This is an optimization exercise on Yosys and OpenROAD, whose aim is small area, a short achievable clock period and few clock cycles, not a production implementation. At most, simulation tests tie the RTL to the original design; equivalence was not proved. Only the layout flow was run in runs 1 to 3; the RTL was not checked for function there. Power figures rest on the tool's default switching activity, not on a simulated workload.

==> flow/design.v <==
module adder_32b (a, b, cin, sum);
  input  [31:0] a, b;
  input         cin;
  output [31:0] sum;
  wire [31:0] p0 = a ^ b;
  wire [31:0] g0 = a & b;
  wire [31:0] g1i = {g0[31:1], g0[0] | (p0[0] & cin)};
  wire [31:0] g [0:5];
  wire [31:0] p [0:5];
  assign g[0] = g1i;
  assign p[0] = p0;
  genvar l, k;
  generate
    for (l = 0; l < 5; l = l + 1) begin : g_lvl
      for (k = 0; k < 32; k = k + 1) begin : g_bit
        if (k >= (1 << l)) begin : g_op
          assign g[l+1][k] = g[l][k] | (p[l][k] & g[l][k - (1 << l)]);
          assign p[l+1][k] = p[l][k] & p[l][k - (1 << l)];
        end else begin : g_pass
          assign g[l+1][k] = g[l][k];
          assign p[l+1][k] = p[l][k];
        end
      end
    end
  endgenerate
  assign sum = p0 ^ {g[5][30:0], cin};
endmodule
module ks_add #(parameter W = 16) (a, b, cin, sum, cout);
  input  [W-1:0] a, b;
  input          cin;
  output [W-1:0] sum;
  output         cout;
  localparam L = $clog2(W);
  wire [W-1:0] g [0:L];
  wire [W-1:0] p [0:L];
  wire [W-1:0] x = a ^ b;
  assign g[0] = {a[W-1:1] & b[W-1:1], (a[0] & b[0]) | (x[0] & cin)};
  assign p[0] = x;
  genvar l, k;
  generate
    for (l = 0; l < L; l = l + 1) begin : g_lvl
      for (k = 0; k < W; k = k + 1) begin : g_bit
        if (k >= (1 << l)) begin : g_op
          assign g[l+1][k] = g[l][k] | (p[l][k] & g[l][k - (1 << l)]);
          assign p[l+1][k] = p[l][k] & p[l][k - (1 << l)];
        end else begin : g_pass
          assign g[l+1][k] = g[l][k];
          assign p[l+1][k] = p[l][k];
        end
      end
    end
  endgenerate
  assign sum  = x ^ {g[L][W-2:0], cin};
  assign cout = g[L][W-1];
endmodule
module cs_add #(parameter W = 16, parameter B = 4) (a, b, cin, sum, cout);
  input  [W-1:0] a, b;
  input          cin;
  output [W-1:0] sum;
  output         cout;
  localparam N = W / B;
  wire [N:0] c;
  assign c[0] = cin;
  genvar i;
  generate
    for (i = 0; i < N; i = i + 1) begin : g_blk
      wire [B:0] s0 = {1'b0, a[i*B +: B]} + {1'b0, b[i*B +: B]};
      wire [B:0] s1 = {1'b0, a[i*B +: B]} + {1'b0, b[i*B +: B]} + {{B{1'b0}}, 1'b1};
      assign sum[i*B +: B] = c[i] ? s1[B-1:0] : s0[B-1:0];
      assign c[i+1] = c[i] ? s1[B] : s0[B];
    end
  endgenerate
  assign cout = c[N];
endmodule
module reg_file (clk, we, wa, wd, ra1, ra2, rd1, rd2);
  input         clk, we;
  input  [4:0]  wa, ra1, ra2;
  input  [31:0] wd;
  output [31:0] rd1, rd2;
  wire [31:0] r [0:31];
  assign r[0] = 32'd0;
  genvar i;
  generate
    for (i = 1; i < 32; i = i + 1) begin : g_reg
      reg [31:0] q;
      always @(posedge clk)
        if (we && wa == i) q <= wd;
      assign r[i] = q;
    end
  endgenerate
  assign rd1 = r[ra1];
  assign rd2 = r[ra2];
endmodule
module mips_pipeline (rst, clk, inst_adr, inst, data_adr, data_in, data_out, mem_read, mem_write);
  input rst, clk;
  output [31:0] inst_adr;
  input  [31:0] inst;
  output [31:0] data_adr;
  input  [31:0] data_in;
  output [31:0] data_out;
  output mem_read, mem_write;
  localparam [5:0] OP_R = 6'b000000, OP_LW = 6'b100011, OP_SW = 6'b101011,
                   OP_BEQ = 6'b000100, OP_ADDI = 6'b001001, OP_SLTI = 6'b001010,
                   OP_J = 6'b000010, OP_JR = 6'b000110;
  reg [31:0] pc;
  reg [31:0] x_a, x_b;
  reg [15:0] x_lo;                       
  reg [13:0] x_hi;                       
  reg [1:0]  x_pcl;
  reg        x_c;                        
  reg [15:0] x_imm;
  reg        x_wen, x_load, x_store, x_beq, x_jr, x_same;
  reg [4:0]  x_dst;
  reg        x_sub, x_and, x_or, x_slt;
  reg        x_a_ld, x_a_fw, x_a_rf;             
  reg        x_b_ld, x_b_fw, x_b_rf;             
  reg        x_o_ld, x_o_fw, x_o_rf, x_o_imm;    
  reg [31:0] m_res, m_sd;
  reg        m_wen, m_load, m_store;
  reg [4:0]  m_dst;
  wire [31:0] m_val = m_load ? data_in : m_res;
  assign data_adr  = m_res;
  assign data_out  = m_sd;
  assign mem_read  = m_load;
  assign mem_write = m_store;
  wire [31:0] x_se  = {{16{x_imm[15]}}, x_imm};
  wire [31:0] e_a   = ({32{x_a_ld}} & data_in) | ({32{x_a_fw}} & m_res) | ({32{x_a_rf}} & x_a);
  wire [31:0] e_rt  = ({32{x_b_ld}} & data_in) | ({32{x_b_fw}} & m_res) | ({32{x_b_rf}} & x_b);
  wire [31:0] e_b   = ({32{x_o_ld}} & data_in) | ({32{x_o_fw}} & m_res) | ({32{x_o_rf}} & x_b) |
                      ({32{x_o_imm}} & x_se);
  wire        e_inv = x_sub | x_slt;
  wire [31:0] e_sum;
  adder_32b ALU_ADD (.a(e_a), .b(e_b ^ {32{e_inv}}), .cin(e_inv), .sum(e_sum));
  wire        e_lt  = (e_a[31] ^ e_b[31]) ? e_a[31] : e_sum[31];
  wire [31:0] e_res = x_and ? (e_a & e_b) :
                      x_or  ? (e_a | e_b) :
                      x_slt ? {31'd0, e_lt} : e_sum;
  wire        e_eq  = (e_a == e_rt);
  wire        e_taken = x_beq & e_eq;
  wire        e_cross = x_c ^ x_imm[15];
  wire [13:0] e_hi    = e_cross ? (x_c ? x_hi + 14'd1 : x_hi - 14'd1) : x_hi;
  wire [31:0] e_bt    = {e_hi, x_lo, x_pcl};
  wire        redirect = e_taken | x_jr | (x_same & e_cross);
  wire [31:0] redirect_pc = x_jr ? e_a : e_bt;
  always @(posedge clk) begin
    if (rst) begin
      m_wen   <= 1'b0;
      m_load  <= 1'b0;
      m_store <= 1'b0;
    end else begin
      m_wen   <= x_wen;
      m_load  <= x_load;
      m_store <= x_store;
    end
    m_res <= e_res;
    m_sd  <= e_rt;
    m_dst <= x_dst;
  end
  assign inst_adr = pc;
  wire [5:0]  op    = inst[31:26];
  wire [4:0]  rs    = inst[25:21];
  wire [4:0]  rt    = inst[20:16];
  wire [4:0]  rd    = inst[15:11];
  wire [5:0]  funct = inst[5:0];
  wire [15:0] imm   = inst[15:0];
  wire is_r    = (op == OP_R);
  wire is_lw   = (op == OP_LW);
  wire is_sw   = (op == OP_SW);
  wire is_beq  = (op == OP_BEQ);
  wire is_addi = (op == OP_ADDI);
  wire is_slti = (op == OP_SLTI);
  wire is_j    = (op == OP_J);
  wire is_jr   = (op == OP_JR);
  wire [4:0] dst = is_r ? rd : rt;
  wire       wen = (is_r | is_lw | is_addi | is_slti) & (dst != 5'd0);
  wire f_add = is_r & (funct == 6'b100000);
  wire f_sub = is_r & (funct == 6'b100011);
  wire f_or  = is_r & (funct == 6'b100101);
  wire f_slt = is_r & (funct == 6'b101010);
  wire f_and = is_r & ~(f_add | f_sub | f_or | f_slt);
  wire hit_rs = x_wen & (x_dst == rs);
  wire hit_rt = x_wen & (x_dst == rt);
  wire        w_en = m_wen;
  wire [31:0] rf_a, rf_b;
  reg_file RF (.clk(clk), .we(w_en), .wa(m_dst), .wd(m_val),
               .ra1(rs), .ra2(rt), .rd1(rf_a), .rd2(rf_b));
  wire [31:0] d_a = (w_en && m_dst == rs) ? m_val : rf_a;
  wire [31:0] d_b = (w_en && m_dst == rt) ? m_val : rf_b;
  wire [31:0] pc4 = pc + 32'd4;
  wire [16:0] lo;
  cs_add #(16, 4) BT_ADD (.a(pc[17:2]), .b(imm), .cin(1'b1), .sum(lo[15:0]), .cout(lo[16]));
  wire        beq_same = is_beq & (rs == rt);
  wire        go    = ~redirect;
  wire        s_red = redirect;
  wire        s_j   = go & is_j;
  wire        s_bt  = go & beq_same;
  wire        s_inc = go & ~is_j & ~beq_same;
  wire [31:0] pc_next = ({32{s_red}} & redirect_pc) |
                        ({32{s_j}}   & {pc4[31:28], inst[25:0], 2'b00}) |
                        ({32{s_inc}} & pc4) |
                        ({32{s_bt}}  & {pc[31:18], lo[15:0], pc[1:0]});
  always @(posedge clk) begin
    if (rst)
      pc <= 32'd0;
    else
      pc <= pc_next;
  end
  wire kill = rst | redirect;
  always @(posedge clk) begin
    if (kill) begin
      x_wen   <= 1'b0;
      x_load  <= 1'b0;
      x_store <= 1'b0;
      x_beq   <= 1'b0;
      x_jr    <= 1'b0;
      x_same  <= 1'b0;
    end else begin
      x_wen   <= wen;
      x_load  <= is_lw;
      x_store <= is_sw;
      x_beq   <= is_beq & ~beq_same;
      x_jr    <= is_jr;
      x_same  <= beq_same;
    end
    x_a     <= d_a;
    x_b     <= d_b;
    x_lo    <= lo[15:0];
    x_c     <= lo[16];
    x_hi    <= pc[31:18];
    x_pcl   <= pc[1:0];
    x_imm   <= imm;
    x_dst   <= dst;
    x_sub   <= f_sub;
    x_and   <= f_and;
    x_or    <= f_or;
    x_slt   <= f_slt | is_slti;
    x_a_ld  <= hit_rs & x_load;
    x_a_fw  <= hit_rs & ~x_load;
    x_a_rf  <= ~hit_rs;
    x_b_ld  <= hit_rt & x_load;
    x_b_fw  <= hit_rt & ~x_load;
    x_b_rf  <= ~hit_rt;
    x_o_ld  <= is_r & hit_rt & x_load;
    x_o_fw  <= is_r & hit_rt & ~x_load;
    x_o_rf  <= is_r & ~hit_rt;
    x_o_imm <= ~is_r;
  end
endmodule
==> flow/run.sh <==
#!/bin/bash
# synth_recipe.tcl (not shown) runs the flow's synth.tcl, then flattens the netlist and writes it again
# the make line also repeats each setting of config.mk as NAME=value (left out here)
make -C /OpenROAD-flow-scripts/flow DESIGN_CONFIG=/design/flow/config.mk WORK_HOME=/design/flow/orfs CLKGATE_MAP_FILE= SYNTH_SCRIPT=/design/flow/synth_recipe.tcl finish
==> flow/config.mk <==
export PLATFORM = sky130hd
export DESIGN_NAME = mips_pipeline
export DESIGN_NICKNAME = mips_pipeline
export VERILOG_FILES = /design/flow/design.v
export SDC_FILE = /design/flow/constraint.sdc
export NUM_CORES = 4
export LEC_CHECK = 0
export CAP_MARGIN = 20
export CORE_MARGIN = 2
export CORE_UTILIZATION = 40
export CTS_BUF_LIST = sky130_fd_sc_hd__clkbuf_8
export PLACE_DENSITY = 0.6
export SETUP_SLACK_MARGIN = 5
export SLEW_MARGIN = 20
==> flow/constraint.sdc <==
create_clock -name core_clock -period 10.0 [get_ports {clk}]
set_input_delay 2.0000 -clock core_clock [delete_from_list [all_inputs] [get_ports {clk}]]
set_output_delay 2.0000 -clock core_clock [all_outputs]
set_load 0.01 [all_outputs]
==> results by group, run 1 <==
CTS
  • Clock latency on the worst-skew pair: 0.99 ns
  • H-Tree Level Count: 4
  • Clock root buffer: clkbuf_8
  • CTS Hold Bufs: 0
  • Clock Tree Buf Depth: 3
  • TritonCTS clock tree: done
  • CTS Sinks: approximately 1,200
  • TritonCTS buffer count: 196
  • Clock slew at reported path FFs: 0.07 ns

Synthesis
  • Register area share after synthesis: 63.1%
  • Number of flops mapped to enable cells by yosys: 992
  • Simple-Gate Fraction of Synth Area: approximately 7.8%
  • Main combinational cell family by area after synthesis: compound AO/OA/AOI/OAI gates
  • Synthesized area: 54,900 µm²
  • Number of synthesis warnings: 3
  • Synthesized-area fraction occupied by adder cells: roughly 1.7%
  • Leading area contributor after synthesis: edfxtp_1
  • Syn_area_per_cell: 13.0 µm²
  • Synth Register Bits: 1,234
  • Post-synthesis compound-gate area fraction: a little over a fifth
  • Synthesized net count: between 4,000 and 5,000
  • XOR/XNOR share of the synthesized area: 2.62%
  • Post-synth top area share: 54.3%
  • Post-synthesis mux area share: 0.878%
  • Cells after synthesis: 4,226
  • Post-synthesis async set-or-reset flop share: 0%
  • Synth Flop Type: edfxtp_1
  • Synth unique cells: 71
  • Top cells by area, synth: edfxtp_1 54%, dfxtp_1 8.8%, a22oi_1 6.5%

Timing
  • Final Cycle Share: around 52%
  • Hold_ws: 0.373 ns
  • Slew @ Worst Pin: 1.33 ns
  • Slew Limit Fails: 0
  • Unrepaired setup endpoints after global routing: no
  • F_max: 193 MHz
  • Setup TNS: 0 ns
  • Setup-failing EPs final: 0
  • Hold Vio Cnt, Final: 0
  • Post-route minimum period: around 5.2 ns
  • Max Clock Skew: 0.0577 ns
  • Slew headroom: 8.50%
  • Setup ws final: 4.81 ns

Floorplan
  • Starting Density: 40.4%
  • Die Y: 374 µm
  • DIE AREA: 140,000 µm²
  • Die Wd: between 300 and 400 µm
  • # rows: 135
  • I/O Pins: 164
  • Core area: 136,000 µm²

Global route
  • Pin count of the biggest net entering global routing: 50
  • All-layer global routing usage: 36.6%
  • Remaining Overflow, GRT: 0
  • First-pass GRT wire length: 359 mm
  • Vias in the first global route: 44,900
  • Initial antenna violation count: 12

Worst hold path
  • Min-delay worst type: reg -> reg
  • Hold depth: 0

Power
  • Pwr dens: 202 nW/µm²
  • VDD IR-drop max: 181 µV
  • Total power: approximately 13,000 µW
  • Leak Pwr: about 0.022 µW

Cells and area
  • Share of cells above drive strength 1: between 10 and 15%
  • Area growth, synth to finish: 17.2%
  • Nets: 4,612
  • Register area: 34,600 µm²
  • Commonest non-fill, non-tap cells in the layout: 992 x edfxtp_1, 476 x a22oi_1, 249 x a221oi_1, 242 x a22o_1, 240 x dfxtp_1
  • Commonest non-fill, non-tap cell in the layout: edfxtp_1
  • Fillers: 12,000
  • Multi-input combinational cell area: 19,700 µm²

Status
  • Status: timing/DRC/antenna clean

Placed design
  • # port buffers: 163
  • Routability cong.: 0.991
  • Pre-CTS setup slack: 3.73 ns
  • Post-DP HPWL: 149 mm

Drt
  • Via count: 48,400
  • Via density: approximately 7.5
  • Number of detailed-route iterations in the first pass: 15
  • 1st-iter DRT viols: 11,100
  • Routed len/inst: 41.3 µm
  • Drc violations: 0
  • Antenna viol nets, final: 0
  • Detailed Route WL: 266 mm

Worst setup path
  • Path depth of the worst reg2reg path: 14
  • Max FO, Critical Path: 26
  • Worst EP required: approximately 11 ns
  • Crit end category: register
  • CP Class: in -> reg
  • Crit path DAT: 5.96 ns
  • Critical Path Start Type: input pin
  • Flop2flop setup slack: roughly 5.7 ns

Job
  • Max_cap viols: 0
## per-layer routing
layer | share of wire, % | wire length (µm) | track usage, % | up-vias
li1 | - | - | - | 18100
met1 | 32 | 85100 | 43.0 | 23300
met2 | 41 | 108000 | 52.4 | 5360
met3 | 18 | 47500 | 18.0 | 1600
met4 | 9.2 | 24500 | 24.2 | 23
met5 | 0.27 | 719 | 2.54 | -
## state kept, by name, indices dropped and copies added, names as in the netlist, 2 cells and up
register / count
RF.g.q: 992
x_imm: 16
m_res: 32
m_sd: 32
x_lo: 16
x_b: 32
x_pcl: 2
x_hi: 14
pc: 32
x_a: 32
x_dst: 5
m_dst: 5
## power breakdown
group	switching (µW)	internal, µW
logic	1400	556
clock network	2190	2460
registers	188	6200
total	3790	9220
## synthesized netlist by cell type, types with 20 or more instances
library cell    n
a222oi_1      128
mux2i_1        38
edfxtp_1      992
ha_1           64
xnor2_1        71
nor4_1         33
a221oi_1      254
xor2_1         93
a21o_1         33
a22oi_1       476
nand3_1       199
inv_1         116
a21oi_1        78
o21ai_0        60
buf_1          28
nor2_1        154
a22o_1        242
clkbuf_1      256
nand4_1       113
dfxtp_1       242
nand2_1       113
nor3_1         79
nor2b_1        23
buf_2          20
o22ai_1        70
and3_1         35
## cells by family (layout without fill, tap and decap cells)
family,Yosys count,count (layout)
compound gates,1457,1457
flops,1234,1234
simple gates,832,832
buf+inv,422,842
xor+xnor,164,164
fa+ha+maj,70,70
mux,47,47
other cells,0,11
## worst max-delay path, cell delays in order
cell	delay, ns
clkdlybuf4s50_1	0.71
nand2_1	0.73
nor2_4	0.23
buf_4	0.44
a22o_1	0.29
a221oi_1	0.32
nand3_1	0.16
nor3_1	0.87
o22ai_1	0.15
## timing repair
action | 4_1_cts | 5_1_grt
endpoints found under the hold margin | 0 | 0
setup endpoints to repair | 37 | 60
pin swaps | 8 | 20
buffers inserted | 8 | 31
gates resized for setup | 9 | 24
## final timing paths
| kind | from | end |
|---|---|---|
| max reg2reg | x_o_imm | m_res[31] |
| min | pc[1] | x_pcl[1] |
| min reg2reg | pc[1] | x_pcl[1] |
| max | inst[21] | x_a[11] |
## stage by stage
| stage | instance area (µm²) | std cells | utilization, % |
|---|---|---|---|
| 2_1_floorplan | 54900 | 4226 | - |
| 3_3_place_gp | 59500 | 6013 | 43.8 |
| 3_5_place_dp | 59600 | 6019 | 43.9 |
| 4_1_cts | 63800 | 6395 | 47.0 |
| 5_1_grt | 64300 | 6430 | 47.3 |
| 6_report | 64300 | 6438 | 47.4 |
## layout make-up
class,instances,share of cell area (%)
antenna,11,0.0428
clock buffer,207,4.43
clock inverter,161,2.04
inverter,116,0.677
multi-input combinational,2570,30.6
sequential,1234,53.9
tap,1781,3.46
timing repair buffer,358,4.93
==> inputs of run 2 (changes only) <==
==> flow/flow/run.sh (new file) <==
#!/bin/bash
set -euo pipefail
bash standard.sh SETUP_SLACK_MARGIN=7 finish > standard_flow.log 2>&1
==> flow/standard.sh (new file) <==
#!/bin/bash
# synth_recipe.tcl (not shown) runs the flow's synth.tcl, then flattens the netlist and writes it again
# the make line also repeats each setting of config.mk as NAME=value (left out here)
make -C /OpenROAD-flow-scripts/flow DESIGN_CONFIG=/design/flow/config.mk WORK_HOME=/design/flow/orfs CLKGATE_MAP_FILE= SYNTH_SCRIPT=/design/flow/synth_recipe.tcl "${@:-finish}"
--- a/flow/config.mk
+++ b/flow/config.mk
@@ -12,3 +12,4 @@
 export PLACE_DENSITY = 0.6
 export SETUP_SLACK_MARGIN = 5
 export SLEW_MARGIN = 20
+export TNS_END_PERCENT = 0
removed: flow/run.sh
==> run 2 against run 1 <==
Clock skew up 0.010 ns. Combinational power up 13%. Sequential share of layout area shrank 1.6 points. Sequential power about the same. Cell count is 2.4% higher. Largest cell class unchanged. Count of clock-buffer cells in the layout decreased by 4. Utilization is 1.4 points higher. Routed wire length up 2.6%. Flip-flop and latch count stayed put. Critical endpoint is now x_b[10]. Still clean.
==> results by group, run 2 <==
Status
  • Status: timing/DRC/antenna clean (unchanged)

Timing
  • Setup ws final: 5.70 ns (was 4.81 ns)
  • Final Cycle Share: 43.0% (was 51.9%)
  • Hold Vio Cnt, Final: 0 (unchanged)
  • Post-route minimum period: 4.30 ns (was 5.19 ns)
  • Slew Limit Fails: 0 (unchanged)
  • F_max: 233 MHz (was 193 MHz)
  • Setup-failing EPs final: 0 (unchanged)
  • Slew @ Worst Pin: 1.23 ns (was 1.33 ns)
  • Max Clock Skew: 0.0680 ns (was 0.0577 ns)
  • Unrepaired setup endpoints after global routing: yes (was no)
  • Setup TNS: 0 ns (unchanged)
  • Slew headroom: 15.6% (was 8.50%)

CTS
  • Clock slew at reported path FFs: 0.07 ns (about the same)
  • CTS Sinks: 1,234 (unchanged)
  • TritonCTS clock tree: done (unchanged)
  • Clock root buffer: clkbuf_8 (unchanged)
  • Clock latency on the worst-skew pair: 0.97 ns (was 0.99 ns)
  • Clock Tree Buf Depth: 3 (unchanged)
  • H-Tree Level Count: 4 (unchanged)
  • TritonCTS buffer count: 196 (unchanged)
  • CTS Hold Bufs: 0 (unchanged)

Drt
  • Drc violations: 0 (unchanged)
  • 1st-iter DRT viols: 10,700 (was 11,100)
  • Detailed Route WL: 273 mm (was 266 mm)
  • Via count: 49,000 (was 48,400)
  • Number of detailed-route iterations in the first pass: 14 (was 15)
  • Routed len/inst: 41.4 µm (was 41.3 µm)
  • Antenna viol nets, final: 0 (unchanged)
  • Via density: 7.44 (was 7.52)

Worst setup path
  • R2r endpoint: m_res[28] (was m_res[31])
  • Crit path launch: inst[17] (was inst[21])
  • Max FO, Critical Path: 17 (was 26)
  • Worst Setup EP: x_b[10] (was x_a[11])
  • CP Class: in -> reg (unchanged)
  • Crit path DAT: 5.08 ns (was 5.96 ns)
  • Reg2reg start: x_o_rf (was x_o_imm)
  • Worst EP required: 10.78 ns (was 10.77 ns)
  • Critical Path Start Type: input pin (unchanged)
  • Path depth of the worst reg2reg path: 14 (unchanged)
  • Crit end category: register (unchanged)
  • Flop2flop setup slack: 6.04 ns (was 5.68 ns)

Cells and area
  • Commonest non-fill, non-tap cell in the layout: edfxtp_1 (unchanged)
  • Area growth, synth to finish: 20.7% (was 17.2%)
  • Commonest non-fill, non-tap cells in the layout: 992 x edfxtp_1, 470 x a22oi_1, 330 x buf_4, 242 x a22o_1, 237 x dfxtp_1 (was 992 x edfxtp_1, 476 x a22oi_1, 249 x a221oi_1, 242 x a22o_1, 240 x dfxtp_1)
  • Nets: 4,772 (was 4,612)
  • Most flop-heavy register: RF.g.q (unchanged)
  • Final instance area: 66,300 µm² (was 64,300 µm²)
  • Largest register FFs: 992 (unchanged)
  • Share of cells above drive strength 1: 19.7% (was 13.9%)

Placed design
  • Routability cong.: 0.973 (was 0.991)
  • Pre-CTS setup slack: 3.48 ns (was 3.73 ns)
  • Post-DP HPWL: 151 mm (was 149 mm)
  • Placed cell areas: 59,600 µm² (about the same)
  • # port buffers: 163 (unchanged)

Power
  • Pwr dens: 196 nW/µm² (was 202 nW/µm²)
  • Sw Ratio: 30.1% (was 29.1%)
  • Combinational Power Share: 17.1% (was 15.1%)
  • Leak Pwr: 0.0226 µW (was 0.0215 µW)
  • Register share of total power: 49.2% (was 49.1%)
  • Clk pwr share: 33.7% (was 35.8%)
  • Net Switching: 3900 µW (was 3790 µW)
  • VDD IR-drop max: 136 µV (was 181 µV)
  • Internal power: 9060 µW (was 9220 µW)

Floorplan
  • Die Wd: 374 µm (unchanged)
  • I/O Pins: 164 (unchanged)
  • Starting Density: 40.4% (unchanged)
  • DIE AREA: 140,000 µm² (unchanged)
  • # rows: 135 (unchanged)
  • Core area: 136,000 µm² (unchanged)
  • Die Y: 374 µm (unchanged)

Synthesis
  • Post-synth top area share: 54.3% (unchanged)
  • Number of flops mapped to enable cells by yosys: 992 (unchanged)
  • Syn_area_per_cell: 13.0 µm² (unchanged)
  • Synth Flop Type: edfxtp_1 (unchanged)
  • Synth Register Bits: 1,234 (unchanged)
  • Count leader, synth: edfxtp_1 (unchanged)
  • Synthesized net count: 4,362 (unchanged)
  • Top cells by count, synth: 992 x edfxtp_1, 476 x a22oi_1, 256 x clkbuf_1, 254 x a221oi_1 (unchanged)
  • Synth unique cells: 71 (unchanged)
  • Number of synthesis warnings: 3 (unchanged)
  • Top cells by area, synth: edfxtp_1 54%, dfxtp_1 8.8%, a22oi_1 6.5% (unchanged)
  • Leading area contributor after synthesis: edfxtp_1 (unchanged)
  • Post-synthesis async set-or-reset flop share: 0% (unchanged)
  • Register area share after synthesis: 63.1% (unchanged)
  • Cells after synthesis: 4,226 (unchanged)
  • Synthesized area: 54,900 µm² (unchanged)

Worst hold path
  • Min-delay worst type: reg -> reg (unchanged)

Global route
  • Remaining Overflow, GRT: 0 (unchanged)
  • Vias in the first global route: 45,900 (was 44,900)
  • Initial antenna violation count: 11 (was 12)
  • Pin count of the biggest net entering global routing: 47 (was 50)
  • First-pass GRT wire length: 367 mm (was 359 mm)
  • All-layer global routing usage: 37.5% (was 36.6%)

Job
  • Max_cap viols: 0 (unchanged)
## run 2: cell counts after synthesis
Identical to the previous run, type by type.
## run 2: cells by family (layout without fill, tap and decap cells)
family          Yosys count  in the layout  share of synthesized area, %
compound gates         1457           1457                          21.0
flops                  1234           1234                          63.1
simple gates            832            833                          7.76
buf+inv                 422            998                          2.95
xor+xnor                164            164                          2.62
fa+ha+maj                70             70                          1.68
mux                      47             47                         0.878
other cells               0              8                             0
## run 2: timing repair
action                     CTS  global route
setup endpoints to repair  818           703
pin swaps                  108            70
buffers inserted           150            37
cloned                       3             2
gates resized for setup    242            86
## run 2: worst min path at each step
stage              from  slack (ns)        to  depth (start not counted)
3_3_place_gp   x_dst[1]        0.39  m_dst[1]                          0
3_5_place_dp   x_dst[2]        0.39  m_dst[2]                          0
5_1_grt           pc[1]        0.41  x_pcl[1]                          0
6_report       x_dst[1]        0.40  m_dst[1]                          0
4_1_cts        x_dst[1]        0.40  m_dst[1]                          0
2_1_floorplan  x_dst[1]        0.37  m_dst[1]                          0
## run 2: metal layers
metal | global-route usage [%] | up-vias | routed length [µm]
met2 | 52.6 | 5243 | 109000
met5 | 1.78 | - | 396
met4 | 27.3 | 20 | 26900
met3 | 18.4 | 1641 | 49200
met1 | 44.2 | 23700 | 87700
li1 | - | 18400 | -
## run 2: worst max-delay path, stage by stage
cell and delay [ns]:
clkdlybuf4s15_2 0.38, nand2b_4 0.36, nor2_4 0.04, buf_4 0.30, buf_4 0.38, a22o_1 0.29
a221oi_1 0.38, nand4_1 0.19, nor3_1 0.53, o22ai_1 0.16
## run 2: power by group through the flow
stage               Clock, µW  Combinational [µW]  Sequential [µW]
floorplan                   0                 911             6410
global placement            0                1810             6470
detailed placement          0                1820             6470
CTS                      4340                2020             6360
global route             4580                2290             6390
finish                   4370                2210             6380
## run 2: layout make-up
cell class,instances,area (µm²)
Multi-Input combinational cell,2571,20600
Inverter,116,443
Fill cell,11900,69500
Clock buffer,203,2790
Sequential cell,1234,34600
Clock inverter,162,1070
Antenna cell,8,20.0
Tap cell,1781,2230
Timing Repair Buffer,517,4460
## run 2: metrics by stage
stage / utilization [%] / total power [µW] / std cells / hold WS, ns
detailed placement: 43.9 / 8290 / 6025 / 0.386
CTS: 48.3 / 12700 / 6543 / 0.400
global placement: 43.9 / 8270 / 6021 / 0.393
finish: 48.8 / 13000 / 6592 / 0.401
floorplan: - / 7320 / 4226 / 0.373
global route: 48.8 / 13300 / 6585 / 0.414
==> inputs of run 3 (changes only) <==
==> flow/flow/run.sh (replaced) <==
#!/bin/bash
set -euo pipefail
bash standard.sh SETUP_SLACK_MARGIN=9 finish > standard_flow.log 2>&1
--- a/flow/config.mk
+++ b/flow/config.mk
@@ -7,9 +7,9 @@
 export LEC_CHECK = 0
 export CAP_MARGIN = 20
 export CORE_MARGIN = 2
-export CORE_UTILIZATION = 40
+export CORE_UTILIZATION = 35
 export CTS_BUF_LIST = sky130_fd_sc_hd__clkbuf_8
-export PLACE_DENSITY = 0.6
+export PLACE_DENSITY = 0.55
 export SETUP_SLACK_MARGIN = 5
 export SLEW_MARGIN = 20
 export TNS_END_PERCENT = 0
==> run 3 against run 2 <==
Still clean on timing, DRC and antenna. Non-clock buffer count increased by 9. Synthesized cell count unchanged. Die area up 14%. Synthesized area unchanged. Critical path type unchanged. Largest power group unchanged.
==> results by group, run 3 <==
Status
  • Status: timing/DRC/antenna clean (unchanged)

Floorplan
  • Die Wd: 400 µm (was 374 µm)
  • # rows: 145 (was 135)
  • DIE AREA: 160,000 µm² (was 140,000 µm²)
  • Starting Density: 35.2% (was 40.4%)
  • Core area: 156,000 µm² (was 136,000 µm²)
  • I/O Pins: 164 (unchanged)
  • Die Y: 400 µm (was 374 µm)

Synthesis
  • Register area share after synthesis: 63.1% (unchanged)
  • Synthesized net count: 4,362 (unchanged)
  • Leading area contributor after synthesis: edfxtp_1 (unchanged)
  • Post-synthesis async set-or-reset flop share: 0% (unchanged)
  • Synthesized area: 54,900 µm² (unchanged)
  • Number of synthesis warnings: 3 (unchanged)
  • Top cells by count, synth: 992 x edfxtp_1, 476 x a22oi_1, 256 x clkbuf_1, 254 x a221oi_1 (unchanged)
  • Syn_area_per_cell: 13.0 µm² (unchanged)
  • Post-synth top area share: 54.3% (unchanged)
  • Cells after synthesis: 4,226 (unchanged)
  • Number of flops mapped to enable cells by yosys: 992 (unchanged)
  • Top cells by area, synth: edfxtp_1 54%, dfxtp_1 8.8%, a22oi_1 6.5% (unchanged)
  • Synth Register Bits: 1,234 (unchanged)
  • Synth Flop Type: edfxtp_1 (unchanged)
  • Count leader, synth: edfxtp_1 (unchanged)
  • Synth unique cells: 71 (unchanged)

Cells and area
  • Share of cells above drive strength 1: 19.3% (was 19.7%)
  • Multi-input combinational cell area: 20,400 µm² (was 20,600 µm²)
  • Register area: 34,600 µm² (about the same)
  • Area growth, synth to finish: 21.5% (was 20.7%)
  • Largest register FFs: 992 (unchanged)
  • Commonest non-fill, non-tap cell in the layout: edfxtp_1 (unchanged)
  • Most flop-heavy register: RF.g.q (unchanged)
  • Nets: 4,788 (was 4,772)
  • Commonest non-fill, non-tap cells in the layout: 992 x edfxtp_1, 473 x a22oi_1, 333 x buf_4, 242 x a22o_1 (was 992 x edfxtp_1, 470 x a22oi_1, 330 x buf_4, 242 x a22o_1, 237 x dfxtp_1)
  • Fillers: 14,400 (was 11,900)
  • Post-route insts no fill: 6,887 (was 6,592)

Power
  • VDD IR-drop max: 112 µV (was 136 µV)
  • Pwr dens: 196 nW/µm² (about the same)
  • Leak Pwr: 0.0226 µW (about the same)

Timing
  • Slew headroom: 12.9% (was 15.6%)
  • Setup TNS: 0 ns (unchanged)
  • Slew @ Worst Pin: 1.27 ns (was 1.23 ns)
  • Max Clock Skew: 0.0715 ns (was 0.0680 ns)
  • F_max: 225 MHz (was 233 MHz)
  • Slew Limit Fails: 0 (unchanged)
  • Hold Vio Cnt, Final: 0 (unchanged)
  • Unrepaired setup endpoints after global routing: yes (unchanged)
  • Setup-failing EPs final: 0 (unchanged)
  • Post-route minimum period: 4.44 ns (was 4.30 ns)
  • Final Cycle Share: 44.4% (was 43.0%)

Global route
  • Pin count of the biggest net entering global routing: 50 (was 47)
  • Vias in the first global route: 45,600 (was 45,900)
  • All-layer global routing usage: 34.4% (was 37.5%)
  • First-pass GRT wire length: 379 mm (was 367 mm)
  • Initial antenna violation count: 15 (was 11)
  • Remaining Overflow, GRT: 0 (unchanged)

Drt
  • 1st-iter DRT viols: 9,555 (was 10,700)
  • Drc violations: 0 (unchanged)
  • Detailed Route WL: 285 mm (was 273 mm)
  • Routed len/inst: 41.4 µm (about the same)
  • Antenna viol nets, final: 0 (unchanged)
  • Via density: 7.11 (was 7.44)
  • Number of detailed-route iterations in the first pass: 17 (was 14)
  • Via count: 49,000 (about the same)

Worst hold path
  • Hold depth: 0 (unchanged)
  • Hold Path Sink: m_dst[2] (was m_dst[1])
  • Min-delay worst type: reg -> reg (unchanged)
  • HP Start: x_dst[2] (was x_dst[1])

CTS
  • Clock slew at reported path FFs: 0.08 ns (was 0.07 ns)
  • TritonCTS buffer count: 204 (was 196)
  • Clock root buffer: clkbuf_8 (unchanged)
  • Clock latency on the worst-skew pair: 1.00 ns (was 0.97 ns)
  • CTS Hold Bufs: 0 (unchanged)
  • CTS Sinks: 1,234 (unchanged)
  • Clock Tree Buf Depth: 3 (unchanged)
  • H-Tree Level Count: 4 (unchanged)
  • TritonCTS clock tree: done (unchanged)

Placed design
  • Post-DP HPWL: 159 mm (was 151 mm)
  • # port buffers: 163 (unchanged)
  • Routability cong.: 0.953 (was 0.973)
  • Placed insts: 6,321 (was 6,025)

Worst setup path
  • Worst EP required: 10.81 ns (was 10.78 ns)
  • Flop2flop setup slack: 5.98 ns (was 6.04 ns)
  • Crit path DAT: 5.25 ns (was 5.08 ns)
  • Path depth of the worst reg2reg path: 14 (unchanged)
  • CP Class: in -> reg (unchanged)
  • Max FO, Critical Path: 22 (was 17)
  • Critical Path Start Type: input pin (unchanged)
  • Reg2reg start: x_o_imm (was x_o_rf)
  • Crit path launch: inst[25] (was inst[17])
  • R2r endpoint: m_res[31] (was m_res[28])
  • Crit end category: register (unchanged)

Job
  • Max_cap viols: 0 (unchanged)
==> run 3: cell count changes in the layout (fill, tap and decap cells not counted), moves of 4 or more <==
cell	delta
inv_12	-6
dlygate4sd2_1	-8
clkinv_2	-10
nor3_1	+9
a211oi_1	+4
nor3_4	-7
a211oi_2	-4
clkinv_1	+6
nor4_1	+5
clkbuf_8	+15
clkdlybuf4s50_1	+4
==> run 3: area by class of cell <==
type                            count  share of cell area [%]
Antenna cell                       10                  0.0375
Clock buffer                      218                    4.50
Clock inverter                    155                    1.46
Inverter                          116                   0.658
Multi-Input combinational cell   2570                    30.6
Sequential cell                  1234                    51.9
Tap cell                         2058                    3.86
Timing Repair Buffer              526                    6.92
==> run 3: what timing repair did <==
action,in CTS,in global routing
setup buffers,153,26
resized for setup,195,95
cloned,3,1
endpoints found under the setup margin,2303,2303
pin swaps,101,64
==> run 3: metrics by stage <==
stage                     instance area [µm²]  hold slack (ns)  setup WS (ns)  total power [µW]  util [%]
after floorplan                         54900            0.373           5.05              7320         -
after global placement                  60000            0.390           2.73              8310      38.5
after detailed placement                60200            0.390           3.58              8330      38.6
after CTS                               66100            0.401           5.82             12800      42.4
after global routing                    66700            0.405           5.71             13400      42.7
final                                   66700            0.403           5.56             13000      42.8
==> run 3: where the power goes <==
part	switching (µW)	total (µW)	internal, µW
clock	2220	4460	2240
sequential	181	6380	6200
combinational	1510	2200	688
total	3920	13000	9130
==> run 3: worst max path at each step <==
stage | end | slack (ns) | cells after the start
2_1_floorplan | m_res[28] | 5.05 | 12
3_3_place_gp | pc[17] | 2.73 | 12
3_5_place_dp | pc[4] | 3.58 | 12
4_1_cts | m_res[28] | 5.82 | 14
5_1_grt | pc[16] | 5.71 | 11
6_report | x_a[8] | 5.56 | 10
==> run 3: metal layers <==
metal | track usage [%] | vias to the layer above | wire [µm]
met4 | 23.3 | 10 | 25400
met5 | 0.272 | - | 116
met1 | 41.6 | 23800 | 95700
li1 | - | 18400 | -
met3 | 15.5 | 1455 | 48800
met2 | 49.1 | 5264 | 115000
==> run 3: kinds of logic after synthesis <==
logic type                 synth area share [%]
buffers and inverters                      2.95
xor gates and xnor gates                   2.62
AOI/OAI and AO/OA                          21.0
and+or+nand+nor                            7.76
adders and majority gates                  1.68
muxes                                     0.878
DFF                                        63.1
==> run 3: critical path, cell delays in order <==
cell and delay, ns:
clkdlybuf4s15_1 0.52, nand3b_1 0.45, buf_4 0.21, nor2_4 0.03, buf_4 0.27, buf_4 0.39
a221oi_1 0.37, nand4_1 0.18, nor3_2 0.66, o22ai_1 0.14
==> inputs of run 4 (changes only) <==
--- a/flow/design.v
+++ b/flow/design.v
@@ -24,34 +24,6 @@
     end
   endgenerate
   assign sum = p0 ^ {g[5][30:0], cin};
-endmodule
-module ks_add #(parameter W = 16) (a, b, cin, sum, cout);
-  input  [W-1:0] a, b;
-  input          cin;
-  output [W-1:0] sum;
-  output         cout;
-  localparam L = $clog2(W);
-  wire [W-1:0] g [0:L];
-  wire [W-1:0] p [0:L];
-  wire [W-1:0] x = a ^ b;
-  assign g[0] = {a[W-1:1] & b[W-1:1], (a[0] & b[0]) | (x[0] & cin)};
-  assign p[0] = x;
-  genvar l, k;
-  generate
-    for (l = 0; l < L; l = l + 1) begin : g_lvl
-      for (k = 0; k < W; k = k + 1) begin : g_bit
-        if (k >= (1 << l)) begin : g_op
-          assign g[l+1][k] = g[l][k] | (p[l][k] & g[l][k - (1 << l)]);
-          assign p[l+1][k] = p[l][k] & p[l][k - (1 << l)];
-        end else begin : g_pass
-          assign g[l+1][k] = g[l][k];
-          assign p[l+1][k] = p[l][k];
-        end
-      end
-    end
-  endgenerate
-  assign sum  = x ^ {g[L][W-2:0], cin};
-  assign cout = g[L][W-1];
 endmodule
 module cs_add #(parameter W = 16, parameter B = 4) (a, b, cin, sum, cout);
   input  [W-1:0] a, b;
==> flow/flow/run.sh (replaced) <==
#!/bin/bash
set -euo pipefail
bash standard.sh SETUP_SLACK_MARGIN=7 finish > standard_flow.log 2>&1
--- a/flow/config.mk
+++ b/flow/config.mk
@@ -7,9 +7,9 @@
 export LEC_CHECK = 0
 export CAP_MARGIN = 20
 export CORE_MARGIN = 2
-export CORE_UTILIZATION = 35
+export CORE_UTILIZATION = 40
 export CTS_BUF_LIST = sky130_fd_sc_hd__clkbuf_8
-export PLACE_DENSITY = 0.55
+export PLACE_DENSITY = 0.6
 export SETUP_SLACK_MARGIN = 5
 export SLEW_MARGIN = 20
 export TNS_END_PERCENT = 0
==> run 4 against run 3 <==
Critical path depth is 1 higher. Die area shrank 12%. Sequential power about the same. Non-clock buffer count shrank 16. Flip-flop and latch count did not move. Cell area decreased by 0.42%. Setup slack gained 0.12 ns. Critical endpoint is now x_b[29]. Sequential share of layout area up 0.22 points. Utilization grew 6.2 points. Register-to-register slack better by 0.10 ns. Power rose by 0.55%. Highest routed layer unchanged.
==> results by group, run 4 <==
Drt
  • Routed len/inst: 41.8 µm (was 41.4 µm)
  • Via count: 49,200 (was 49,000)
  • 1st-iter DRT viols: 10,900 (was 9,555)
  • Antenna viol nets, final: 0 (unchanged)
  • Drc violations: 0 (unchanged)
  • Number of detailed-route iterations in the first pass: 14 (was 17)
  • Detailed Route WL: 275 mm (was 285 mm)
  • Via density: 7.47 (was 7.11)

Synthesis
  • Post-synthesis async set-or-reset flop share: 0% (unchanged)
  • Register area share after synthesis: 63.1% (about the same)
  • Synth unique cells: 71 (unchanged)
  • Syn_area_per_cell: 13.0 µm² (about the same)
  • Count leader, synth: edfxtp_1 (unchanged)
  • Synth Flop Type: edfxtp_1 (unchanged)
  • Top cells by area, synth: edfxtp_1 54%, dfxtp_1 8.8%, a22oi_1 6.5% (unchanged)
  • Top cells by count, synth: 992 x edfxtp_1, 476 x a22oi_1, 254 x a221oi_1, 249 x clkbuf_1 (was 992 x edfxtp_1, 476 x a22oi_1, 256 x clkbuf_1, 254 x a221oi_1)
  • Synthesized net count: 4,362 (unchanged)
  • Number of synthesis warnings: 3 (unchanged)
  • Synthesized area: 54,900 µm² (about the same)
  • Post-synth top area share: 54.3% (about the same)
  • Cells after synthesis: 4,226 (unchanged)
  • Leading area contributor after synthesis: edfxtp_1 (unchanged)
  • Number of flops mapped to enable cells by yosys: 992 (unchanged)
  • Synth Register Bits: 1,234 (unchanged)

Worst setup path
  • Slowest library cell on the worst path: nor4_4 (was nor3_2)
  • Worst EP required: 10.83 ns (was 10.81 ns)
  • CP Class: in -> reg (unchanged)
  • Crit end category: register (unchanged)
  • CP most frequent cell: buf_4 (unchanged)
  • Critical Path Start Type: input pin (unchanged)
  • CP max stage delay: 0.69 ns (was 0.66 ns)
  • Critical-path cell list: clkdlybuf4s15_2, nand3b_1, buf_4, nor2_4, buf_4, buf_4, a22o_1, a221oi_1, nand3_1, nor4_4, o22ai_1 (was clkdlybuf4s15_1, nand3b_1, buf_4, nor2_4, buf_4, buf_4, a221oi_1, nand4_1, nor3_2, o22ai_1)
  • Path depth of the worst reg2reg path: 14 (unchanged)
  • Max FO, Critical Path: 19 (was 22)
  • Crit path DAT: 5.15 ns (was 5.25 ns)

CTS
  • H-Tree Level Count: 4 (unchanged)
  • Clock slew at reported path FFs: 0.07 ns (was 0.08 ns)
  • CTS Sinks: 1,234 (unchanged)
  • TritonCTS clock tree: done (unchanged)
  • Clock Tree Buf Depth: 3 (unchanged)
  • CTS Hold Bufs: 0 (unchanged)
  • Clock root buffer: clkbuf_8 (unchanged)
  • Clock latency on the worst-skew pair: 1.00 ns (about the same)
  • TritonCTS buffer count: 199 (was 204)

Placed design
  • Pre-CTS setup slack: 3.62 ns (was 3.58 ns)
  • Routability cong.: 0.959 (was 0.953)
  • Placed cell areas: 59,600 µm² (was 60,200 µm²)
  • Post-DP HPWL: 153 mm (was 159 mm)
  • # port buffers: 163 (unchanged)

Cells and area
  • Commonest non-fill, non-tap cell in the layout: edfxtp_1 (unchanged)
  • Core Util, Final: 48.9% (was 42.8%)
  • Multi-input combinational cell area: 20,600 µm² (was 20,400 µm²)
  • Area growth, synth to finish: 21.0% (was 21.5%)
  • Nets: 4,768 (was 4,788)
  • Share of cells above drive strength 1: 19.6% (was 19.3%)
  • Fillers: 11,800 (was 14,400)
  • Most flop-heavy register: RF.g.q (unchanged)
  • Final instance area: 66,400 µm² (was 66,700 µm²)
  • Commonest non-fill, non-tap cells in the layout: 992 x edfxtp_1, 469 x a22oi_1, 324 x buf_4, 242 x a22o_1, 236 x a221oi_1 (was 992 x edfxtp_1, 473 x a22oi_1, 333 x buf_4, 242 x a22o_1)
  • Register area: 34,600 µm² (about the same)
  • Largest register FFs: 992 (unchanged)

Timing
  • Max Clock Skew: 0.0765 ns (was 0.0715 ns)
  • Setup TNS: 0 ns (unchanged)
  • Setup ws final: 5.68 ns (was 5.56 ns)
  • Unrepaired setup endpoints after global routing: yes (unchanged)
  • F_max: 232 MHz (was 225 MHz)
  • Slew @ Worst Pin: 1.29 ns (was 1.27 ns)
  • Post-route minimum period: 4.32 ns (was 4.44 ns)
  • Final Cycle Share: 43.2% (was 44.4%)
  • Hold_ws: 0.408 ns (was 0.403 ns)
  • Hold Vio Cnt, Final: 0 (unchanged)
  • Slew headroom: 11.4% (was 12.9%)
  • Setup-failing EPs final: 0 (unchanged)
  • Slew Limit Fails: 0 (unchanged)

Floorplan
  • # rows: 135 (was 145)
  • DIE AREA: 140,000 µm² (was 160,000 µm²)
  • Die Y: 374 µm (was 400 µm)
  • Starting Density: 40.4% (was 35.2%)
  • I/O Pins: 164 (unchanged)
  • Die Wd: 374 µm (was 400 µm)
  • Core area: 136,000 µm² (was 156,000 µm²)

Power
  • Combinational Power Share: 16.9% (about the same)
  • Net Switching: 3940 µW (was 3920 µW)
  • VDD IR-drop max: 151 µV (was 112 µV)
  • Leak Pwr: 0.0226 µW (about the same)
  • Clk pwr share: 34.5% (was 34.2%)
  • Pwr dens: 197 nW/µm² (was 196 nW/µm²)
  • Register share of total power: 48.6% (was 48.9%)
  • Sw Ratio: 30.0% (about the same)
  • Internal power: 9180 µW (was 9130 µW)

Global route
  • Pin count of the biggest net entering global routing: 47 (was 50)
  • Initial antenna violation count: 16 (was 15)
  • First-pass GRT wire length: 371 mm (was 379 mm)
  • Vias in the first global route: 46,000 (was 45,600)
  • All-layer global routing usage: 37.9% (was 34.4%)
  • Remaining Overflow, GRT: 0 (unchanged)

Status
  • Status: timing/DRC/antenna clean (unchanged)

Job
  • Max_cap viols: 0 (unchanged)

Worst hold path
  • Hold depth: 0 (unchanged)
  • Min-delay worst type: reg -> reg (unchanged)
run 4: through the flow:
stage	instances	total power, µW
after global routing	6580	13400
after detailed placement	6027	8300
after CTS	6536	12900
final	6587	13100
after global placement	6026	8280
after floorplan	4226	7320
run 4: worst paths after layout:
kind | slack (ns) | from | endpoint
worst max-delay path | 5.68 | inst[18] | x_b[29]
worst min-delay path | 0.41 | x_dst[0] | m_dst[0]
worst max register to register | 6.08 | x_o_rf | m_res[26]
worst min register to register | 0.41 | x_dst[0] | m_dst[0]
run 4: cell type report:
type	count	share of cell area (%)
sequential	1234	52.2
multi-input combinational	2571	31.0
timing repair buffer	510	6.70
clock buffer	213	4.41
tap	1781	3.35
clock inverter	153	1.63
inverter	116	0.678
antenna	9	0.0339
run 4: cells by family (layout without fill, tap and decap cells):
family                   after synthesis  after routing  share of synthesized area, %
XOR/XNOR                             164            164                          2.62
AO/OA/AOI/OAI                       1457           1457                          21.0
other                                  0              9                             0
flip-flops                          1234           1234                          63.1
multiplexers                          47             47                         0.877
AND/OR/NAND/NOR                      832            833                          7.76
buffers and inverters                422            992                          2.95
adder cells (fa/ha/maj)               70             70                          1.68
run 4: worst max-delay path, delay by kind of cell:
family,cells,cell delay [ns]
and+or+nand+nor,4,1.10
buffers and inverters,4,1.29
AOI/OAI and AO/OA,3,0.70
run 4: metal layers:
layer | track usage [%] | wire (µm) | up-vias
li1 | - | - | 18400
met1 | 45.2 | 89800 | 23700
met2 | 53.6 | 111000 | 5386
met3 | 17.6 | 48000 | 1633
met4 | 27.5 | 26600 | 27
met5 | 0.755 | 342 | -
run 4: timing repair:
| item | 4_1_cts | 5_1_grt |
|---|---|---|
| cloned | 4 | 0 |
| pin swaps | 95 | 66 |
| setup buffers | 139 | 41 |
| resized for setup | 240 | 94 |
| setup endpoints to repair | 810 | 836 |
run 4: power by group through the flow:
stage	Sequential, µW	Clock [µW]	Combinational, µW
final	6380	4520	2220
after global routing	6390	4710	2300
after CTS	6360	4500	2030
after detailed placement	6470	0	1840
after global placement	6460	0	1820
after floorplan	6410	0	911
Testbench counts of run 4, summed over its fixed seeds: cycles 45,965.
==> inputs of run 5 (changes only) <==
--- a/flow/config.mk
+++ b/flow/config.mk
@@ -9,6 +9,8 @@
 export CORE_MARGIN = 2
 export CORE_UTILIZATION = 40
 export CTS_BUF_LIST = sky130_fd_sc_hd__clkbuf_8
+export CTS_CLUSTER_DIAMETER = 60
+export CTS_CLUSTER_SIZE = 15
 export PLACE_DENSITY = 0.6
 export SETUP_SLACK_MARGIN = 5
 export SLEW_MARGIN = 20
==> run 5 against run 4 <==
Register-to-register slack better by 0.03 ns. Worst hold slack improved by 0.00061 ns. Sequential power barely moved. Critical path type unchanged. Largest power group unchanged. Highest routed layer unchanged.
==> results by group, run 5 <==
Status
  • Status: timing/DRC/antenna clean (unchanged)

Synthesis
  • Leading area contributor after synthesis: edfxtp_1 (unchanged)
  • Post-synthesis async set-or-reset flop share: 0% (unchanged)
  • Number of flops mapped to enable cells by yosys: 992 (unchanged)
  • Number of synthesis warnings: 3 (unchanged)
  • Synth Flop Type: edfxtp_1 (unchanged)
  • Register area share after synthesis: 63.1% (unchanged)
  • Synth Register Bits: 1,234 (unchanged)
  • Synthesized area: 54,900 µm² (unchanged)
  • Synthesized net count: 4,362 (unchanged)
  • Cells after synthesis: 4,226 (unchanged)
  • Top cells by area, synth: edfxtp_1 54%, dfxtp_1 8.8%, a22oi_1 6.5% (unchanged)
  • Count leader, synth: edfxtp_1 (unchanged)
  • Top cells by count, synth: 992 x edfxtp_1, 476 x a22oi_1, 254 x a221oi_1, 249 x clkbuf_1 (unchanged)
  • Post-synth top area share: 54.3% (unchanged)
  • Synth unique cells: 71 (unchanged)
  • Syn_area_per_cell: 13.0 µm² (unchanged)

Power
  • VDD IR-drop max: 104 µV (was 151 µV)
  • Leak Pwr: 0.0214 µW (was 0.0226 µW)
  • Pwr dens: 181 nW/µm² (was 197 nW/µm²)

CTS
  • TritonCTS clock tree: done (unchanged)
  • Clock root buffer: clkbuf_8 (unchanged)
  • H-Tree Level Count: 3 (was 4)
  • CTS Hold Bufs: 0 (unchanged)
  • CTS Sinks: 1,234 (unchanged)
  • Clock latency on the worst-skew pair: 0.92 ns (was 1.00 ns)
  • TritonCTS buffer count: 108 (was 199)
  • Clock Tree Buf Depth: 3 (unchanged)
  • Clock slew at reported path FFs: 0.10 ns (was 0.07 ns)

Worst setup path
  • Crit path launch: inst[23] (was inst[18])
  • CP Class: in -> reg (unchanged)
  • CP most frequent cell: buf_4 (unchanged)
  • Slowest library cell on the worst path: nor3_2 (was nor4_4)
  • Max FO, Critical Path: 17 (was 19)
  • Worst EP required: 10.69 ns (was 10.83 ns)
  • Crit end category: register (unchanged)
  • Critical Path Start Type: input pin (unchanged)
  • Critical-path cell list: clkdlybuf4s15_2, nand3b_1, buf_4, nor2_4, buf_4, buf_4, a22o_1, a221oi_1, nand4_1, nor3_2, o22ai_1 (was clkdlybuf4s15_2, nand3b_1, buf_4, nor2_4, buf_4, buf_4, a22o_1, a221oi_1, nand3_1, nor4_4, o22ai_1)
  • Reg2reg start: x_o_rf (unchanged)
  • Crit path DAT: 5.11 ns (was 5.15 ns)
  • CP max stage delay: 0.65 ns (was 0.69 ns)

Cells and area
  • Most flop-heavy register: RF.g.q (unchanged)
  • Fillers: 12,000 (was 11,800)
  • Nets: 4,670 (was 4,768)
  • Final instance area: 64,300 µm² (was 66,400 µm²)
  • Post-route insts no fill: 6,398 (was 6,587)
  • Share of cells above drive strength 1: 17.2% (was 19.6%)
  • Area growth, synth to finish: 17.1% (was 21.0%)
  • Commonest non-fill, non-tap cell in the layout: edfxtp_1 (unchanged)
  • Commonest non-fill, non-tap cells in the layout: 992 x edfxtp_1, 471 x a22oi_1, 318 x buf_4, 242 x a22o_1, 239 x dfxtp_1 (was 992 x edfxtp_1, 469 x a22oi_1, 324 x buf_4, 242 x a22o_1, 236 x a221oi_1)
  • Largest register FFs: 992 (unchanged)

Timing
  • Slew headroom: 7.71% (was 11.4%)
  • F_max: 226 MHz (was 232 MHz)
  • Setup ws final: 5.57 ns (was 5.68 ns)
  • Setup TNS: 0 ns (unchanged)
  • Slew Limit Fails: 0 (unchanged)
  • Slew @ Worst Pin: 1.35 ns (was 1.29 ns)
  • Final Cycle Share: 44.3% (was 43.2%)
  • Unrepaired setup endpoints after global routing: yes (unchanged)
  • Setup-failing EPs final: 0 (unchanged)
  • Hold Vio Cnt, Final: 0 (unchanged)
  • Post-route minimum period: 4.43 ns (was 4.32 ns)
  • Max Clock Skew: 0.0778 ns (was 0.0765 ns)
  • Hold_ws: 0.409 ns (was 0.408 ns)

Placed design
  • # port buffers: 163 (unchanged)
  • Placed cell areas: 59,600 µm² (unchanged)
  • Routability cong.: 0.959 (unchanged)
  • Post-DP HPWL: 153 mm (unchanged)
  • Placed insts: 6,027 (unchanged)
  • Pre-CTS setup slack: 3.62 ns (unchanged)

Worst hold path
  • Min-delay worst type: reg -> reg (unchanged)
  • HP Start: x_dst[0] (unchanged)

Floorplan
  • Die Y: 374 µm (unchanged)
  • # rows: 135 (unchanged)
  • Starting Density: 40.4% (unchanged)
  • Die Wd: 374 µm (unchanged)
  • Core area: 136,000 µm² (unchanged)
  • DIE AREA: 140,000 µm² (unchanged)
  • I/O Pins: 164 (unchanged)

Drt
  • Routed len/inst: 42.7 µm (was 41.8 µm)
  • Antenna viol nets, final: 0 (unchanged)
  • Number of detailed-route iterations in the first pass: 13 (was 14)
  • Via count: 48,100 (was 49,200)
  • 1st-iter DRT viols: 10,600 (was 10,900)
  • Drc violations: 0 (unchanged)
  • Detailed Route WL: 273 mm (was 275 mm)
  • Via density: 7.52 (was 7.47)

Global route
  • First-pass GRT wire length: 368 mm (was 371 mm)
  • Initial antenna violation count: 20 (was 16)
  • All-layer global routing usage: 37.6% (was 37.9%)
  • Vias in the first global route: 45,100 (was 46,000)
  • Pin count of the biggest net entering global routing: 47 (unchanged)
  • Remaining Overflow, GRT: 0 (unchanged)

Job
  • Max_cap viols: 0 (unchanged)
## run 5: cell count changes in the layout (fill, tap and decap cells not counted), sizes merged, moves of 3 or more
cell / change
clkdlybuf4s50: +6
dlygate4sd2: +3
dlymetal6s2s: -7
inv: -23
clkbuf: -108
bufinv: -7
buf: -6
clkinv: -49
## run 5: cells by family after synthesis
logic type      after synthesis  synth area share [%]
compound gates             1457                  21.0
xor+xnor                    164                  2.62
fa+ha+maj                    70                  1.68
buf+inv                     422                  2.95
flops                      1234                  63.1
mux                          47                 0.877
simple gates                832                  7.76
## run 5: layout make-up
class	count	area (µm²)	share of cell area, %
Inverter	116	447	0.695
Multi-Input combinational cell	2571	20500	31.9
Clock inverter	74	574	0.893
Sequential cell	1234	34600	53.9
Clock buffer	110	1510	2.36
Tap cell	1781	2230	3.47
Antenna cell	9	22.5	0.0350
Timing Repair Buffer	503	4360	6.79
## run 5: through the flow
stage	utilization [%]	power, µW
after floorplan	-	7320
after CTS	47.0	11500
after global routing	47.3	11900
final	47.3	11600
after detailed placement	43.9	8300
after global placement	43.9	8280
## run 5: critical path, delay by kind of cell
| kind | cells | cell delay, ns |
|---|---|---|
| buf+inv | 4 | 1.31 |
| simple gates | 4 | 1.02 |
| compound gates | 3 | 0.66 |
## run 5: repair_timing
item,4_1_cts,5_1_grt
pin swaps,109,28
setup endpoints to repair,874,901
hold endpoints to repair,0,0
cloned,2,1
buffers inserted,156,19
resized for setup,243,53
## run 5: layer usage
| layer | track usage [%] | wire length (µm) |
|---|---|---|
| met5 | 1.20 | 344 |
| met4 | 26.1 | 26100 |
| met3 | 16.3 | 46800 |
| met2 | 53.6 | 110000 |
| met1 | 45.3 | 89800 |
## run 5: path summary, 6_finish.rpt
kind                to  slack [ns]  cells past startpoint
max             x_a[2]        5.57                     11
min           m_dst[0]        0.41                      0
max reg2reg  m_res[26]        6.11                     14
min reg2reg   m_dst[0]        0.41                      0
## run 5: power breakdown
part	internal, µW	switching [µW]
Combinational	686	1510
Sequential	6190	180
Clock	1170	1910
==> inputs of run 6 (changes only) <==
==> flow/flow/run.sh (replaced) <==
#!/bin/bash
set -euo pipefail
bash standard.sh SETUP_SLACK_MARGIN=8 finish > standard_flow.log 2>&1
--- a/flow/config.mk
+++ b/flow/config.mk
@@ -9,8 +9,6 @@
 export CORE_MARGIN = 2
 export CORE_UTILIZATION = 40
 export CTS_BUF_LIST = sky130_fd_sc_hd__clkbuf_8
-export CTS_CLUSTER_DIAMETER = 60
-export CTS_CLUSTER_SIZE = 15
 export PLACE_DENSITY = 0.6
 export SETUP_SLACK_MARGIN = 5
 export SLEW_MARGIN = 20
==> run 6 against run 5 <==
Clock power grew 47%. Via count rose by 2.2%. Still clean on timing, DRC and antenna. Clock skew decreased by 0.0012 ns. Highest routed layer unchanged.
==> results by group, run 6 <==
Synthesis
  • Synth unique cells: 71 (unchanged)
  • Syn_area_per_cell: 13.0 µm² (unchanged)
  • Synthesized area: 54,900 µm² (unchanged)
  • Post-synth top area share: 54.3% (unchanged)
  • Register area share after synthesis: 63.1% (unchanged)
  • Top cells by count, synth: 992 x edfxtp_1, 476 x a22oi_1, 254 x a221oi_1, 249 x clkbuf_1 (unchanged)
  • Number of synthesis warnings: 3 (unchanged)
  • Post-synthesis async set-or-reset flop share: 0% (unchanged)
  • Synth Register Bits: 1,234 (unchanged)
  • Count leader, synth: edfxtp_1 (unchanged)
  • Leading area contributor after synthesis: edfxtp_1 (unchanged)
  • Cells after synthesis: 4,226 (unchanged)
  • Synthesized net count: 4,362 (unchanged)
  • Top cells by area, synth: edfxtp_1 54%, dfxtp_1 8.8%, a22oi_1 6.5% (unchanged)
  • Synth Flop Type: edfxtp_1 (unchanged)
  • Number of flops mapped to enable cells by yosys: 992 (unchanged)

CTS
  • TritonCTS buffer count: 199 (was 108)
  • CTS Sinks: 1,234 (unchanged)
  • Clock slew at reported path FFs: 0.07 ns (was 0.10 ns)
  • TritonCTS clock tree: done (unchanged)
  • Clock root buffer: clkbuf_8 (unchanged)
  • CTS Hold Bufs: 0 (unchanged)
  • Clock Tree Buf Depth: 3 (unchanged)
  • Clock latency on the worst-skew pair: 1.00 ns (was 0.92 ns)
  • H-Tree Level Count: 4 (was 3)

Cells and area
  • Commonest non-fill, non-tap cell in the layout: edfxtp_1 (unchanged)
  • Most flop-heavy register: RF.g.q (unchanged)
  • Final instance area: 66,400 µm² (was 64,300 µm²)
  • Commonest non-fill, non-tap cells in the layout: 992 x edfxtp_1, 469 x a22oi_1, 324 x buf_4, 242 x a22o_1, 236 x a221oi_1 (was 992 x edfxtp_1, 471 x a22oi_1, 318 x buf_4, 242 x a22o_1, 239 x dfxtp_1)
  • Share of cells above drive strength 1: 19.6% (was 17.2%)
  • Nets: 4,768 (was 4,670)
  • Largest register FFs: 992 (unchanged)
  • Area growth, synth to finish: 21.0% (was 17.1%)

Power
  • Leak Pwr: 0.0226 µW (was 0.0214 µW)
  • VDD IR-drop max: 151 µV (was 104 µV)
  • Pwr dens: 197 nW/µm² (was 181 nW/µm²)

Global route
  • Pin count of the biggest net entering global routing: 47 (unchanged)
  • Remaining Overflow, GRT: 0 (unchanged)
  • All-layer global routing usage: 37.9% (was 37.6%)
  • Initial antenna violation count: 16 (was 20)
  • First-pass GRT wire length: 371 mm (was 368 mm)
  • Vias in the first global route: 46,000 (was 45,100)

Timing
  • Setup ws final: 5.68 ns (was 5.57 ns)
  • Setup-failing EPs final: 0 (unchanged)
  • Slew Limit Fails: 0 (unchanged)
  • Setup TNS: 0 ns (unchanged)
  • Hold Vio Cnt, Final: 0 (unchanged)
  • Unrepaired setup endpoints after global routing: yes (unchanged)
  • F_max: 232 MHz (was 226 MHz)
  • Hold_ws: 0.408 ns (was 0.409 ns)
  • Max Clock Skew: 0.0765 ns (was 0.0778 ns)
  • Final Cycle Share: 43.2% (was 44.3%)
  • Slew headroom: 11.4% (was 7.71%)
  • Slew @ Worst Pin: 1.29 ns (was 1.35 ns)
  • Post-route minimum period: 4.32 ns (was 4.43 ns)

Floorplan
  • Core area: 136,000 µm² (unchanged)
  • I/O Pins: 164 (unchanged)
  • Die Y: 374 µm (unchanged)
  • DIE AREA: 140,000 µm² (unchanged)
  • # rows: 135 (unchanged)
  • Starting Density: 40.4% (unchanged)
  • Die Wd: 374 µm (unchanged)

Worst setup path
  • Crit path launch: inst[18] (was inst[23])
  • R2r endpoint: m_res[26] (unchanged)
  • Reg2reg start: x_o_rf (unchanged)
  • Crit path DAT: 5.15 ns (was 5.11 ns)
  • Path depth of the worst reg2reg path: 14 (unchanged)
  • Worst EP required: 10.83 ns (was 10.69 ns)
  • Max FO, Critical Path: 19 (was 17)
  • Flop2flop setup slack: 6.08 ns (was 6.11 ns)
  • Critical Path Start Type: input pin (unchanged)
  • Crit end category: register (unchanged)
  • Worst Setup EP: x_b[29] (was x_a[2])
  • CP Class: in -> reg (unchanged)

Drt
  • 1st-iter DRT viols: 10,900 (was 10,600)
  • Drc violations: 0 (unchanged)
  • Routed len/inst: 41.8 µm (was 42.7 µm)
  • Detailed Route WL: 275 mm (was 273 mm)
  • Antenna viol nets, final: 0 (unchanged)
  • Via count: 49,200 (was 48,100)
  • Number of detailed-route iterations in the first pass: 14 (was 13)
  • Via density: 7.47 (was 7.52)

Placed design
  • Routability cong.: 0.959 (unchanged)
  • Post-DP HPWL: 153 mm (unchanged)
  • Placed cell areas: 59,600 µm² (unchanged)
  • Pre-CTS setup slack: 3.62 ns (unchanged)
  • # port buffers: 163 (unchanged)

Job
  • Max_cap viols: 0 (unchanged)

Status
  • Status: timing/DRC/antenna clean (unchanged)

Worst hold path
  • Min-delay worst type: reg -> reg (unchanged)
## run 6: final cells by class
class	instances	area, µm²
Antenna cell	9	22.5
Clock buffer	213	2930
Clock inverter	153	1080
Fill cell	11800	69400
Inverter	116	450
Multi-Input combinational cell	2571	20600
Sequential cell	1234	34600
Tap cell	1781	2230
Timing Repair Buffer	510	4450
## run 6: worst max-delay path, stage by stage
cell and delay, ns:
clkdlybuf4s15_2 0.42, nand3b_1 0.22, buf_4 0.17, nor2_4 0.03, buf_4 0.31, buf_4 0.39
a22o_1 0.30, a221oi_1 0.21, nand3_1 0.16, nor4_4 0.69, o22ai_1 0.19
## run 6: repair_timing
item | in CTS | in global routing
endpoints found under the setup margin | 2279 | 2283
cloned | 4 | 0
pin swaps | 95 | 66
setup buffers | 139 | 41
resized for setup | 240 | 94
## run 6: through the flow
| step | power (µW) | std cells | utilization [%] |
|---|---|---|---|
| after floorplan | 7320 | 4226 | - |
| after global placement | 8280 | 6026 | 43.9 |
| final | 13100 | 6587 | 48.9 |
| after detailed placement | 8300 | 6027 | 43.9 |
| after CTS | 12900 | 6536 | 48.4 |
| after global routing | 13400 | 6580 | 48.9 |
## run 6: where the power goes
group	internal [µW]	switching, µW
clock network	2280	2240
registers	6200	179
logic	699	1520
## run 6: cells by family after synthesis
kind of cell / count (synthesis) / share of synthesized area [%]
AO/OA/AOI/OAI: 1457 / 21.0
buffers and inverters: 422 / 2.95
adder cells (fa/ha/maj): 70 / 1.68
flip-flops: 1234 / 63.1
multiplexers: 47 / 0.877
AND/OR/NAND/NOR: 832 / 7.76
XOR/XNOR: 164 / 2.62
## run 6: worst min-delay path by stage
stage / from / endpoint / slack, ns / cells after the start
after global placement: x_dst[1] / m_dst[1] / 0.40 / 0
after detailed placement: x_dst[0] / m_dst[0] / 0.39 / 0
after CTS: x_dst[0] / m_dst[0] / 0.41 / 0
after floorplan: x_dst[1] / m_dst[1] / 0.37 / 0
after global routing: x_dst[0] / m_dst[0] / 0.42 / 0
final: x_dst[0] / m_dst[0] / 0.41 / 0
## run 6: routing by layer
metal | GRT usage [%] | share of wire (%) | vias up
li1 | - | - | 18400
met1 | 45.2 | 33 | 23700
met2 | 53.6 | 40 | 5386
met3 | 17.6 | 17 | 1633
met4 | 27.5 | 9.6 | 27
met5 | 0.755 | 0.12 | -

separate check: timing with driven ports:
No port has a modelled driver above. Below, the same layouts with a new extraction and two added sets of constraints.
Step 1 assumes that a clkbuf_16 drives the clock port and a buf_2 every other input.
Step 2 adds t to the input delays and takes it off the output delays; t is the mean of the earliest and latest rising clock arrival at the registers after step 1. Input paths then give back, and output paths get back, about the clock's delay inside the block.
Slacks: ideal / step 1 / step 2; pairs: ideal / step 1.
| run | t, ns | setup WS [ns] | worst hold slack (ns) | worst setup path at the end | worst data-port slew with drivers (ns) |
|---|---|---|---|---|---|
| run 1 | 1.038 | 4.813 / 4.856 / 3.818 | 0.373 / 0.373 / 0.373 | input to register | 0.11 |
| run 2 | 1.019 | 5.700 / 5.733 / 4.714 | 0.401 / 0.401 / 0.401 | input to register | 0.12 |
| run 3 | 1.036 | 5.556 / 5.554 / 4.518 | 0.403 / 0.403 / 0.403 | input to register | 0.16 |
| run 4 | 1.035 | 5.680 / 5.705 / 4.670 | 0.408 / 0.408 / 0.408 | input to register | 0.11 |
| run 5 | 0.968 | 5.573 / 5.618 / 4.650 | 0.409 / 0.409 / 0.409 | input to register | 0.11 |
| run 6 | 1.035 | 5.680 / 5.705 / 4.670 | 0.408 / 0.408 / 0.408 | input to register | 0.11 |
After both steps every run listed still meets setup and hold. For run 3, which loses most, drivers alone change the setup slack by -0.002 ns; drivers and shift together by -1.038 ns.
